Background: an optimization exercise with open tools, aiming at small area and a short achievable clock period. Do not read the settings as production practice. Function was checked by simulation only, so behaviour that the tests miss may differ from the original.

Setup of oak:
==> flow/design.v (excerpt) <==
module FPUFMAPipe(
  input         clock,
                reset,
                io_in_valid,
                io_in_bits_ren3,
                io_in_bits_swap23,
  input  [2:0]  io_in_bits_rm,
  input  [1:0]  io_in_bits_fmaCmd,
  input  [64:0] io_in_bits_in1,
                io_in_bits_in2,
                io_in_bits_in3,
  output        io_out_valid,
  output [64:0] io_out_bits_data,
  output [4:0]  io_out_bits_exc
);
  wire [64:0] a = io_in_bits_in1;
  wire [64:0] b = io_in_bits_swap23 ? 65'h08000000000000000 : io_in_bits_in2;
  wire [64:0] c = (io_in_bits_ren3 | io_in_bits_swap23) ? io_in_bits_in3
                  : {io_in_bits_in1[64] ^ io_in_bits_in2[64], 64'h0};
  wire zA = ~(|a[63:61]);
  wire zB = ~(|b[63:61]);
  wire zC = ~(|c[63:61]);
  wire nanA = (&a[63:62]) & a[61];
  wire nanB = (&b[63:62]) & b[61];
  wire nanC = (&c[63:62]) & c[61];
  wire infA = (&a[63:62]) & ~a[61];
  wire infB = (&b[63:62]) & ~b[61];
  wire infC = (&c[63:62]) & ~c[61];
  wire signProd = a[64] ^ b[64] ^ io_in_bits_fmaCmd[1];
  wire doSub    = signProd ^ c[64] ^ io_in_bits_fmaCmd[0];
  wire [13:0] ex = {2'h0, a[63:52]};
  wire [13:0] ey = {2'h0, b[63:52]};
  wire [13:0] ez = {2'h3, ~c[63:52]};
  wire [13:0] k1 = 14'h3839;
  wire [13:0] s1 = ex ^ ey ^ ez;
  wire [13:0] c1 = {(ex[12:0] & ey[12:0]) | (ex[12:0] & ez[12:0]) | (ey[12:0] & ez[12:0]), 1'b0};
  wire [13:0] s2 = s1 ^ c1 ^ k1;
  wire [13:0] c2 = {(s1[12:0] & c1[12:0]) | (s1[12:0] & k1[12:0]) | (c1[12:0] & k1[12:0]), 1'b0};
  wire [13:0] sNat;
  fma_add #(14, 4) addNat (.a(s2), .b(c2), .cin(1'b0), .s(sNat));
  wire [12:0] k2 = 13'h1803;
  wire [12:0] s3 = ex[12:0] ^ ey[12:0] ^ k2;
  wire [12:0] c3 = {(ex[11:0] & ey[11:0]) | (ex[11:0] & k2[11:0]) | (ey[11:0] & k2[11:0]), 1'b0};
  wire [12:0] sExpProd;
  fma_add #(13, 4) addProd (.a(s3), .b(c3), .cin(1'b0), .s(sExpProd));
  wire isSigNaNAny = nanA & ~a[51] | nanB & ~b[51] | nanC & ~c[51];
  wire isNaNAOrB   = nanA | nanB;
  wire isInfProd   = infA | infB;
  wire invalidExc  = isSigNaNAny | infA & zB | zA & infB | ~isNaNAOrB & isInfProd & infC & doSub;
  wire outIsNaN    = isNaNAOrB | nanC;
  wire isInfOut    = isInfProd | infC;
  wire addZeros    = (zA | zB) & zC;
  wire rmMin       = io_in_bits_rm == 3'h2;
  ...
clock: 16.0 ns
lec_check: 0
abc_area: 1
cap_margin: 20
core_margin: 2
core_utilization: 38
slew_margin: 20
standard.sh (not shown) runs the stock make flow with config.mk's settings and CLKGATE_MAP_FILE= SYNTH_SCRIPT=/design/flow/synth_recipe.tcl, a recipe that flattens the netlist after the stock synthesis.
==> flow/flow/run.sh <==
#!/bin/bash
# The standard layout (standard synthesis, floorplan, placement, CTS, routing), with
# two changes: the setup repair is asked to leave extra setup slack, and the buffers
# that every input and output port gets are sky130_fd_sc_hd__buf_2 cells (smaller and
# faster than the delay cells buffer_ports picks by default). The make output goes to
# flow.log, and ORFS keeps each step's full log under orfs/logs/.
set -uo pipefail
bash standard.sh SETUP_SLACK_MARGIN=10.65 "BUFFER_PORTS_ARGS=-buffer_cell sky130_fd_sc_hd__buf_2" finish > flow.log 2>&1
oak completed every stage of the flow, and the final layout passed the timing, design-rule and antenna checks.
Here is what was changed in the inputs of pine compared with oak.
==> flow/flow/run.sh <==
#!/bin/bash
# The standard layout (standard synthesis, floorplan, placement, CTS, routing), with
# two changes: the setup repair is asked to leave extra setup slack, and the buffers
# that every input and output port gets are sky130_fd_sc_hd__buf_4 cells. The make output
# goes to flow.log, and ORFS keeps each step's full log under orfs/logs/.
set -uo pipefail
bash standard.sh SETUP_SLACK_MARGIN=10.65 "BUFFER_PORTS_ARGS=-buffer_cell sky130_fd_sc_hd__buf_4" finish > flow.log 2>&1
--- outcome ---
Comparing pine with oak, the final design area excluding fillers came out essentially unchanged.
Taking oak as the reference, in pine logic depth of the worst path, buffers included -4, biggest cell delay along the critical path +0.27 ns, layout-stage area growth over the synthesis result +0.29 points.
Lower post-layout minimum cycle time was reported by oak, not pine.

Starting RTL as in the previous note.
// FPUFMAPipe
module FPUFMAPipe(
  input         clock,
                reset,
                io_in_valid,
                io_in_bits_ren3,
                io_in_bits_swap23,
  input  [2:0]  io_in_bits_rm,
  input  [1:0]  io_in_bits_fmaCmd,
  input  [64:0] io_in_bits_in1,
                io_in_bits_in2,
                io_in_bits_in3,
  output        io_out_valid,
  output [64:0] io_out_bits_data,
  output [4:0]  io_out_bits_exc
);
export LEC_CHECK = 0
export ABC_AREA = 1
export CAP_MARGIN = 20
export CORE_MARGIN = 2
export CORE_UTILIZATION = 38
export SLEW_MARGIN = 20
create_clock -name core_clock -period 16.0 [get_ports {clock}]
==> flow/flow/run.sh <==
#!/bin/bash
# The standard layout (standard synthesis, floorplan, placement, CTS, routing), with
# two changes: the setup repair is asked to leave extra setup slack, and the buffers
# that every input and output port gets are sky130_fd_sc_hd__buf_2 cells (smaller and
# faster than the delay cells buffer_ports picks by default). The make output goes to
# flow.log, and ORFS keeps each step's full log under orfs/logs/.
set -uo pipefail
bash standard.sh SETUP_SLACK_MARGIN=10.65 MATCH_CELL_FOOTPRINT=0 "BUFFER_PORTS_ARGS=-buffer_cell sky130_fd_sc_hd__buf_2" finish > flow.log 2>&1
The first run finished clean.
Next try:
==> flow/flow/run.sh (replaced) <==
#!/bin/bash
# The standard layout (standard synthesis, floorplan, placement, CTS, routing),
# with ORFS's setup repair asked to leave extra setup slack so that it upsizes and
# buffers the slowest paths. The make output goes to flow.log, and ORFS keeps each
# step's full log under orfs/logs/.
set -uo pipefail
bash standard.sh SETUP_SLACK_MARGIN=10.8 finish > flow.log 2>&1
The new run aborted during global routing (5_1_grt).
Synthesized cell count stays the same.
Area after synthesis does not change.
Next try:
==> flow/flow/run.sh (replaced) <==
#!/bin/bash
# The standard layout (standard synthesis, floorplan, placement, CTS, routing), with
# two changes to how ORFS repairs timing: the setup repair is asked to leave extra setup
# slack, and gate resizing may pick any drive strength (MATCH_CELL_FOOTPRINT=0) instead of
# only cells of the same width. The make output goes to flow.log, and ORFS keeps each
# step's full log under orfs/logs/.
set -uo pipefail
bash standard.sh SETUP_SLACK_MARGIN=10.65 MATCH_CELL_FOOTPRINT=0 finish > flow.log 2>&1
The changed run produced a clean layout.
Area after synthesis is unchanged.
Synthesized cell count stays the same.

Another version of the RTL of FPUFMAPipe (not shown whole).
Size: ~15000 cells after synthesis, about 750 flip-flops, about 280 I/O pins, ~0.11 sq mm of cells after synthesis.
Design FPUFMAPipe, start of the top module:
module FPUFMAPipe(
  input         clock,
                reset,
                io_in_valid,
                io_in_bits_ren3,
                io_in_bits_swap23,
  input  [2:0]  io_in_bits_rm,
  input  [1:0]  io_in_bits_fmaCmd,
  input  [64:0] io_in_bits_in1,
                io_in_bits_in2,
                io_in_bits_in3,
  output        io_out_valid,
  output [64:0] io_out_bits_data,
  output [4:0]  io_out_bits_exc
);
  wire [64:0] a = io_in_bits_in1;
  wire [64:0] b = io_in_bits_swap23 ? 65'h08000000000000000 : io_in_bits_in2;
  wire [64:0] c = (io_in_bits_ren3 | io_in_bits_swap23) ? io_in_bits_in3
                  : {io_in_bits_in1[64] ^ io_in_bits_in2[64], 64'h0};
  wire zA = ~(|a[63:61]);
  wire zB = ~(|b[63:61]);
  wire zC = ~(|c[63:61]);
  wire nanA = (&a[63:62]) & a[61];
  wire nanB = (&b[63:62]) & b[61];
  wire nanC = (&c[63:62]) & c[61];
  wire infA = (&a[63:62]) & ~a[61];
  wire infB = (&b[63:62]) & ~b[61];
  wire infC = (&c[63:62]) & ~c[61];
  wire signProd = a[64] ^ b[64] ^ io_in_bits_fmaCmd[1];
  wire doSub    = signProd ^ c[64] ^ io_in_bits_fmaCmd[0];
  wire [13:0] ex = {2'h0, a[63:52]};
  wire [13:0] ey = {2'h0, b[63:52]};
  wire [13:0] ez = {2'h3, ~c[63:52]};
  wire [13:0] k1 = 14'h3839;
  wire [13:0] s1 = ex ^ ey ^ ez;
  wire [13:0] c1 = {(ex[12:0] & ey[12:0]) | (ex[12:0] & ez[12:0]) | (ey[12:0] & ez[12:0]), 1'b0};
  wire [13:0] s2 = s1 ^ c1 ^ k1;
  wire [13:0] c2 = {(s1[12:0] & c1[12:0]) | (s1[12:0] & k1[12:0]) | (c1[12:0] & k1[12:0]), 1'b0};
  wire [13:0] sNat;
  fma_add #(14, 4) addNat (.a(s2), .b(c2), .cin(1'b0), .s(sNat));
  wire [12:0] k2 = 13'h1803;
  wire [12:0] s3 = ex[12:0] ^ ey[12:0] ^ k2;
  ...
clock: 16.0 ns
lec_check: 0
abc_area: 1
cap_margin: 20
core_margin: 2
core_utilization: 38
slew_margin: 20
==> flow/flow/run.sh <==
#!/bin/bash
# The standard layout (standard synthesis, floorplan, placement, CTS, routing), with
# two changes: the setup repair is asked to leave extra setup slack, and the buffers
# that every input and output port gets are sky130_fd_sc_hd__buf_2 cells (smaller and
# faster than the delay cells buffer_ports picks by default). The make output goes to
# flow.log, and ORFS keeps each step's full log under orfs/logs/.
set -uo pipefail
bash standard.sh SETUP_SLACK_MARGIN=10.6 "BUFFER_PORTS_ARGS=-buffer_cell sky130_fd_sc_hd__buf_2" finish > flow.log 2>&1
The starting point produced a clean layout.
==> next run, changes <==
--- a/flow/flow/run.sh
+++ b/flow/flow/run.sh
@@ -7,2 +7,2 @@
 set -uo pipefail
-bash standard.sh SETUP_SLACK_MARGIN=10.6 "BUFFER_PORTS_ARGS=-buffer_cell sky130_fd_sc_hd__buf_2" finish > flow.log 2>&1
+bash standard.sh SETUP_SLACK_MARGIN=10.65 "BUFFER_PORTS_ARGS=-buffer_cell sky130_fd_sc_hd__buf_2" finish > flow.log 2>&1
The changed run finished with timing, DRC and antenna clean.
Clock skew is lower by 29 ps.
Wire length is higher by 1.8%.
Count of clock-buffer cells in the layout is unchanged.
Final cell count is higher by 0.62%.

-- port drivers added, routing unchanged --
No port has a modelled driver above. Below, the same layouts with a new extraction and two added sets of constraints.
Step 1, drivers: a clkbuf_16 drives clock and a buf_2 each remaining input, both assumed.
Step 2 times the ports against the registers' clock, not the clock port: input delays grow and output delays shrink by t, the midpoint of the rising clock arrivals with the driver on.
Slacks: ideal / step 1 / step 2; pairs: ideal / step 1.
run	t (ns)	setup WS [ns]	worst setup path after step 2	clock arrival spread, ns	cell pins on the clock port's net
oak	0.991	10.523 / 10.523 / 9.712	input to register	0.122 / 0.122	1
pine	0.957	10.371 / 10.371 / 9.465	input to register	0.094 / 0.094	1
the first run of note 2	0.956	10.520 / 10.449 / 9.493	input to register	0.082 / 0.082	1
the third run of note 2	0.947	10.468 / 10.355 / 9.408	input to register	0.093 / 0.094	1
the first run of note 3	0.990	10.414 / 10.414 / 9.766	input to register	0.135 / 0.135	1
the second run of note 3	0.956	10.558 / 10.558 / 9.716	input to register	0.106 / 0.105	1
After both steps setup and hold are still met in every run listed. The setup slack of the third run of note 2, which loses most, moves by -0.113 ns with the drivers and by -1.060 ns with both steps.
